From an optimization exercise on the open Yosys and OpenROAD flow, aimed at small area and a short achievable clock period; shortcuts taken in it are not production practice. Where RTL was checked, it was by simulation tests only, not by an equivalence proof against the original. No activity file was given, so power comes from the tool's default toggle rates.

== try-ember ==
## gelu_lut_module
module gelu_lut_module (
    input                       clk,
    input                       rst_n,
    input                       in_valid,
    input      signed [15:0]    in_data,
    output reg                  out_valid,
    output     signed [10:0]    out_data
);
clock: 5.0 ns
lec_check: 0
abc_area: 1
cap_margin: 70
core_margin: 2
core_utilization: 40
setup_slack_margin: 2.65
slew_margin: 70
tns_end_percent: 5
standard.sh (not shown) runs the stock make flow with config.mk's settings and CLKGATE_MAP_FILE= SYNTH_SCRIPT=/design/flow/synth_recipe.tcl, a recipe that flattens the netlist after the stock synthesis.
==> flow/flow/run.sh <==
#!/bin/bash
set -euo pipefail
args=()
while IFS= read -r line || [[ -n "$line" ]]; do
  [[ -z "$line" || "$line" == \#* ]] && continue
  args+=("$line")
done < flow/make_args.txt
bash standard.sh "${args[@]}" finish > run_make.log 2>&1
==> flow/flow/make_args.txt <==
ADDER_MAP_FILE=
BUFFER_PORTS_ARGS=-buffer_cell sky130_fd_sc_hd__buf_1
CTS_ARGS=-sink_clustering_enable -repair_clock_nets -dont_use_dummy_load
SETUP_MOVE_SEQUENCE=unbuffer,sizeup,swap
For try-fjord, these inputs were changed with respect to try-ember:
==> flow/flow/make_args.txt <==
ADDER_MAP_FILE=
BUFFER_PORTS_ARGS=-buffer_cell sky130_fd_sc_hd__buf_1
CTS_ARGS=-sink_clustering_enable -repair_clock_nets -dont_use_dummy_load
DONT_USE_CELLS=sky130_fd_sc_hd__probe_p_8 sky130_fd_sc_hd__probec_p_8 sky130_fd_sc_hd__lpflow_bleeder_1 sky130_fd_sc_hd__lpflow_clkbufkapwr_1 sky130_fd_sc_hd__lpflow_clkbufkapwr_16 sky130_fd_sc_hd__lpflow_clkbufkapwr_2 sky130_fd_sc_hd__lpflow_clkbufkapwr_4 sky130_fd_sc_hd__lpflow_clkbufkapwr_8 sky130_fd_sc_hd__lpflow_clkinvkapwr_1 sky130_fd_sc_hd__lpflow_clkinvkapwr_16 sky130_fd_sc_hd__lpflow_clkinvkapwr_2 sky130_fd_sc_hd__lpflow_clkinvkapwr_4 sky130_fd_sc_hd__lpflow_clkinvkapwr_8 sky130_fd_sc_hd__lpflow_decapkapwr_12 sky130_fd_sc_hd__lpflow_decapkapwr_3 sky130_fd_sc_hd__lpflow_decapkapwr_4 sky130_fd_sc_hd__lpflow_decapkapwr_6 sky130_fd_sc_hd__lpflow_decapkapwr_8 sky130_fd_sc_hd__lpflow_inputiso0n_1 sky130_fd_sc_hd__lpflow_inputiso0p_1 sky130_fd_sc_hd__lpflow_inputiso1n_1 sky130_fd_sc_hd__lpflow_inputiso1p_1 sky130_fd_sc_hd__lpflow_inputisolatch_1 sky130_fd_sc_hd__lpflow_isobufsrc_1 sky130_fd_sc_hd__lpflow_isobufsrc_16 sky130_fd_sc_hd__lpflow_isobufsrc_2 sky130_fd_sc_hd__lpflow_isobufsrc_4 sky130_fd_sc_hd__lpflow_isobufsrc_8 sky130_fd_sc_hd__lpflow_isobufsrckapwr_16 sky130_fd_sc_hd__lpflow_lsbuf_lh_hl_isowell_tap_1 sky130_fd_sc_hd__lpflow_lsbuf_lh_hl_isowell_tap_2 sky130_fd_sc_hd__lpflow_lsbuf_lh_hl_isowell_tap_4 sky130_fd_sc_hd__lpflow_lsbuf_lh_isowell_4 sky130_fd_sc_hd__lpflow_lsbuf_lh_isowell_tap_1 sky130_fd_sc_hd__lpflow_lsbuf_lh_isowell_tap_2 sky130_fd_sc_hd__lpflow_lsbuf_lh_isowell_tap_4  sky130_fd_sc_hd__mux2_1 sky130_fd_sc_hd__mux2_2 sky130_fd_sc_hd__mux2i_1 sky130_fd_sc_hd__o21ai_0
--- outcome ---
In the tables for try-fjord and try-ember, placed instance count reads higher with try-fjord.
Summary of try-fjord over try-ember: sequential share of layout area lost 1.6 points, storage element area lost about 0.6%, post-route cell area picked up an extra about 7%, number of standard cells in the final layout excluding fillers picked up an extra 29.
Comparing try-fjord and try-ember, the lower met2 global-route usage was measured on try-fjord.
Instance area after placement, try-fjord and try-ember, higher one = try-fjord.
Die span in x in try-fjord is about 1.5% above try-ember.
Relative to try-ember, final critical delay including setup and external delays has increased by 32 ps in try-fjord.
[inputs] try-willow vs try-fjord
Settings: a change of SETUP_SLACK_MARGIN from 2.65 to 2.9; a deleted TNS_END_PERCENT that had been 5.
==> flow/flow/run.sh <==
#!/bin/bash
set -euo pipefail
bash standard.sh ADDER_MAP_FILE= \
  "BUFFER_PORTS_ARGS=-buffer_cell sky130_fd_sc_hd__buf_1" \
  "CTS_ARGS=-sink_clustering_enable -repair_clock_nets -dont_use_dummy_load" \
  finish > run_make.log 2>&1
removed: flow/flow/make_args.txt
Results
- Summary of the comparison: total standard cell area after synthesis is lower in try-willow, relative to try-fjord.
- Diff try-fjord -> try-willow: fmax went up 0.028 GHz; wire length went up 5.9%; count of nets after finishing went down 0.84%; critical path depth went down 16.
- The die outline width reported for try-willow is smaller than that of try-fjord by about 1.5%.
[inputs] try-harbor vs try-willow
Settings: a change of CAP_MARGIN from 70 to 85; a deleted SETUP_SLACK_MARGIN that had been 2.9; a change of SLEW_MARGIN from 70 to 85.
==> summary.txt <==
- | power density of the placed cells | try-harbor vs try-willow | 7.1 nW/µm² higher |
- Re I/O pin count: no difference whatsoever between try-willow and try-harbor.
- Combinational power (try-harbor vs. try-willow) decreases by more than 10%
- Between try-willow and try-harbor, the flow reports post-detailed-route via-to-cell ratio decreasing slightly.
- Going from try-willow to try-harbor, the number of setup buffers added after CTS was found to have gone down by 4.
- Net count of the finished layout went down by a few percent going from try-willow to try-harbor.
- try-harbor ends up with higher number of cells after detailed placement than try-willow does.
- Worst setup slack (lower): try-harbor
- Changes observed in try-harbor relative to try-willow: delay contributed by the slowest stage of the critical path grew by 50 ps; required time of the worst setup path grew by 1170 ps.
- Compared with try-willow, try-harbor shows a lower core utilization.
Modified inputs, try-cedar compared to try-harbor
Settings: swapping 1 for 0 in ABC_AREA; putting SETUP_SLACK_MARGIN at 2.65 where nothing was set; swapping 85 for 70 in CAP_MARGIN; putting TNS_END_PERCENT at 5 where nothing was set; swapping 85 for 70 in SLEW_MARGIN.
==> flow/flow/run.sh <==
#!/bin/bash
set -euo pipefail
args=()
while IFS= read -r line || [[ -n "$line" ]]; do
  [[ -z "$line" || "$line" == \#* ]] && continue
  args+=("$line")
done < flow/make_args.txt
bash standard.sh "${args[@]}" finish > run_make.log 2>&1
==> flow/flow/make_args.txt (new file) <==
ADDER_MAP_FILE=
BUFFER_PORTS_ARGS=-buffer_cell sky130_fd_sc_hd__buf_1
CTS_ARGS=-sink_clustering_enable -repair_clock_nets -dont_use_dummy_load
==> comparison <==
- On number of placed instances, taps included: between try-harbor and try-cedar, it ends up lower for try-harbor.
- Register fraction of the total cell area sits lower in try-cedar than in try-harbor.
- [compare] base=try-harbor new=try-cedar: overall power now larger; switching power now larger; final clock skew now smaller; met2 capacity usage during global routing now larger.
- Routed wire length delta (try-cedar − try-harbor): unfavourable
- Comparing number of iterations in the first detailed-routing pass for try-harbor and try-cedar, the bigger number came from try-cedar.
What try-garnet does differently from try-cedar at the input level:
Settings: TNS_END_PERCENT: 5 -> unset; ABC_AREA: 0 -> 1; CAP_MARGIN: 70 -> 95; SLEW_MARGIN: 70 -> 95; SETUP_SLACK_MARGIN: 2.65 -> unset.
==> flow/flow/run.sh <==
#!/bin/bash
set -euo pipefail
bash standard.sh ADDER_MAP_FILE= \
  "BUFFER_PORTS_ARGS=-buffer_cell sky130_fd_sc_hd__buf_1" \
  "CTS_ARGS=-sink_clustering_enable -repair_clock_nets -dont_use_dummy_load" \
  finish > run_make.log 2>&1
removed: flow/flow/make_args.txt
### Flow results
Run status, try-garnet: aborted in detailed placement, error DPL-0038. Between try-cedar and try-garnet, the cell row count is higher for try-cedar. Delta (try-garnet minus try-cedar): net count after synthesis saw a decrease, horizontal die dimension saw a decrease, synthesized cell count saw a decrease.

Setup of build 88:
gelu_lut_module, a different RTL version from the one above (not shown whole).
Size in the first run: ~420 cells after synthesis, ~24 flip-flops, about 31 I/O pins.
==> flow/design.v (excerpt) <==
module gelu_lut_module (
    input                       clk,
    input                       rst_n,
    input                       in_valid,
    input      signed [15:0]    in_data,
    output reg                  out_valid,
    output reg signed [10:0]    out_data
);
clock: 5.0 ns
lec_check: 0
abc_area: 1
cap_margin: 70
core_margin: 2
core_utilization: 40
setup_slack_margin: 2.75
slew_margin: 70
==> flow/flow/run.sh <==
#!/bin/bash
set -euo pipefail
bash standard.sh ADDER_MAP_FILE= \
  "BUFFER_PORTS_ARGS=-buffer_cell sky130_fd_sc_hd__buf_1" \
  "CTS_ARGS=-sink_clustering_enable -repair_clock_nets -dont_use_dummy_load" \
  finish > run_make.log 2>&1
Looking at the reports, build 88 completed the entire flow and the layout it produced met the timing, DRC and antenna checks.
For build 4, these inputs were changed with respect to build 88:
Settings: SETUP_SLACK_MARGIN changed from 2.75 to 2.7; TNS_END_PERCENT newly set to 5.
==> flow/flow/run.sh <==
#!/bin/bash
set -euo pipefail
args=()
while IFS= read -r line || [[ -n "$line" ]]; do
  [[ -z "$line" || "$line" == \#* ]] && continue
  args+=("$line")
done < flow/make_args.txt
bash standard.sh "${args[@]}" finish > run_make.log 2>&1
==> flow/flow/make_args.txt (new file) <==
ADDER_MAP_FILE=
BUFFER_PORTS_ARGS=-buffer_cell sky130_fd_sc_hd__buf_1
CTS_ARGS=-sink_clustering_enable -repair_clock_nets -dont_use_dummy_load
SETUP_MOVE_SEQUENCE=unbuffer,sizeup,swap
[summary]
- Having completed the whole flow, build 4 delivered a layout that passed the timing, DRC and antenna checks.
- Build 88 has higher depth of the worst register-to-register path than build 4.
- The measured slew at the worst slew-check pin in build 4 was higher than what build 88 gave.
- Build 4 against build 88: total detailed-routing wirelength lower; internal power consumption lower.
- The worst setup slack of build 4 falls short of that of build 88 by 110 ps.
- Looking at build 88 and build 4, the clock buffer and inverter area fraction after layout is a wash.
- As of build 4, number of nets in the finished design had fallen by a few percent compared to build 88.
- Build 4 vs build 88: first-iteration DRC count down
Input changes introduced in build 20 (baseline for comparison: build 4):
Settings: a change of SETUP_SLACK_MARGIN from 2.7 to 2.75.
==> flow/flow/make_args.txt <==
ADDER_MAP_FILE=
BUFFER_PORTS_ARGS=-buffer_cell sky130_fd_sc_hd__buf_1
CTS_ARGS=-sink_clustering_enable -repair_clock_nets -dont_use_dummy_load
### Flow results
- Growth of design area from synthesis to finish up 12 points in build 20 wrt build 4
- Looking at share of power burned in combinational logic, build 20 sits 3.5 points higher than build 4 does.
- In build 20 the sequential portion of the cell area turned out 1.5 points lower than in build 4.
- In the flow results for build 20 and build 4, the length of routed met2 wiring is smaller on build 4.
- Summary of build 20 over build 4: met3 capacity usage during global routing fell 0.22 points; die extent in x about even.
- Compared with build 4, in build 20 critical path depth +1, depth of the worst hold-timing path ~0 delta.
Input changes introduced in build 91 (baseline for comparison: build 20):
Settings: SETUP_SLACK_MARGIN: 2.75 -> 2.65.
==> flow/flow/make_args.txt <==
ADDER_MAP_FILE=
BUFFER_PORTS_ARGS=-buffer_cell sky130_fd_sc_hd__buf_1
CTS_ARGS=-sink_clustering_enable -repair_clock_nets -dont_use_dummy_load
SETUP_MOVE_SEQUENCE=unbuffer,sizeup,swap
[summary]
Non-filler instance count after layout | build 91 below build 20
In build 91, the core utilization came out 4.7 points below the value in build 20.
The lower combinational share of power came out of build 91.
Taking build 20 as the reference point, the setup slack of the worst register-to-register path of build 91 falls by 120 ps.
Relative to build 20, the sequential share of layout area of build 91 is higher by 1.5 points.
Per the comparison of build 91 with build 20, first-pass GRT wire length now smaller; fmax down 5.2%.
When build 91 is measured against build 20, its clock period minus worst slack turns out 120 ps higher.
NOTE: total power in build 91 falls short of that of build 20
Function was not checked in any run of this note: the RTL went through the layout flow alone.

## port drivers added, routing unchanged
The flow's constraints put no driver on any port. The routed layouts listed below were extracted and timed again, unchanged, in two steps. Step 1 (the two cells are an assumption about what drives the block):
set clk [get_ports {clk}]
set_driving_cell -lib_cell sky130_fd_sc_hd__clkbuf_16 $clk
set_driving_cell -lib_cell sky130_fd_sc_hd__buf_2 [delete_from_list [all_inputs] $clk]
Step 2 times the ports against the registers' clock, not the clock port: input delays grow and output delays shrink by t, the midpoint of the rising clock arrivals with the driver on. Three values: ideal, step 1, step 2; two values: the first two.
| run | t (ns) | setup slack, ns | worst setup path at the end | worst register clock-pin slew, ns | cell pins on the clock port's net |
|---|---|---|---|---|---|
| try-ember | 0.294 | 2.807 / 2.780 / 2.626 | input to register | 0.06 / 0.06 | 1 |
| try-fjord | 0.302 | 2.775 / 2.775 / 2.608 | input to register | 0.06 / 0.06 | 1 |
| try-willow | 0.295 | 2.906 / 2.879 / 2.763 | input to register | 0.06 / 0.06 | 1 |
| try-harbor | 0.298 | 2.697 / 2.697 / 2.697 | register to register | 0.06 / 0.06 | 1 |
| try-cedar | 0.310 | 1.843 / 1.843 / 1.843 | register to register | 0.06 / 0.06 | 1 |
| build 88 | 0.292 | 2.809 / 2.809 / 2.749 | input to register | 0.09 / 0.09 | 1 |
| build 4 | 0.289 | 2.696 / 2.696 / 2.676 | input to register | 0.09 / 0.09 | 1 |
| build 20 | 0.292 | 2.816 / 2.816 / 2.676 | input to register | 0.09 / 0.09 | 1 |
| build 91 | 0.290 | 2.696 / 2.696 / 2.675 | input to register | 0.09 / 0.09 | 1 |
After both steps setup and hold are still met in every run listed. The setup slack of try-ember, which loses most, moves by -0.027 ns with the drivers and by -0.181 ns with both steps.
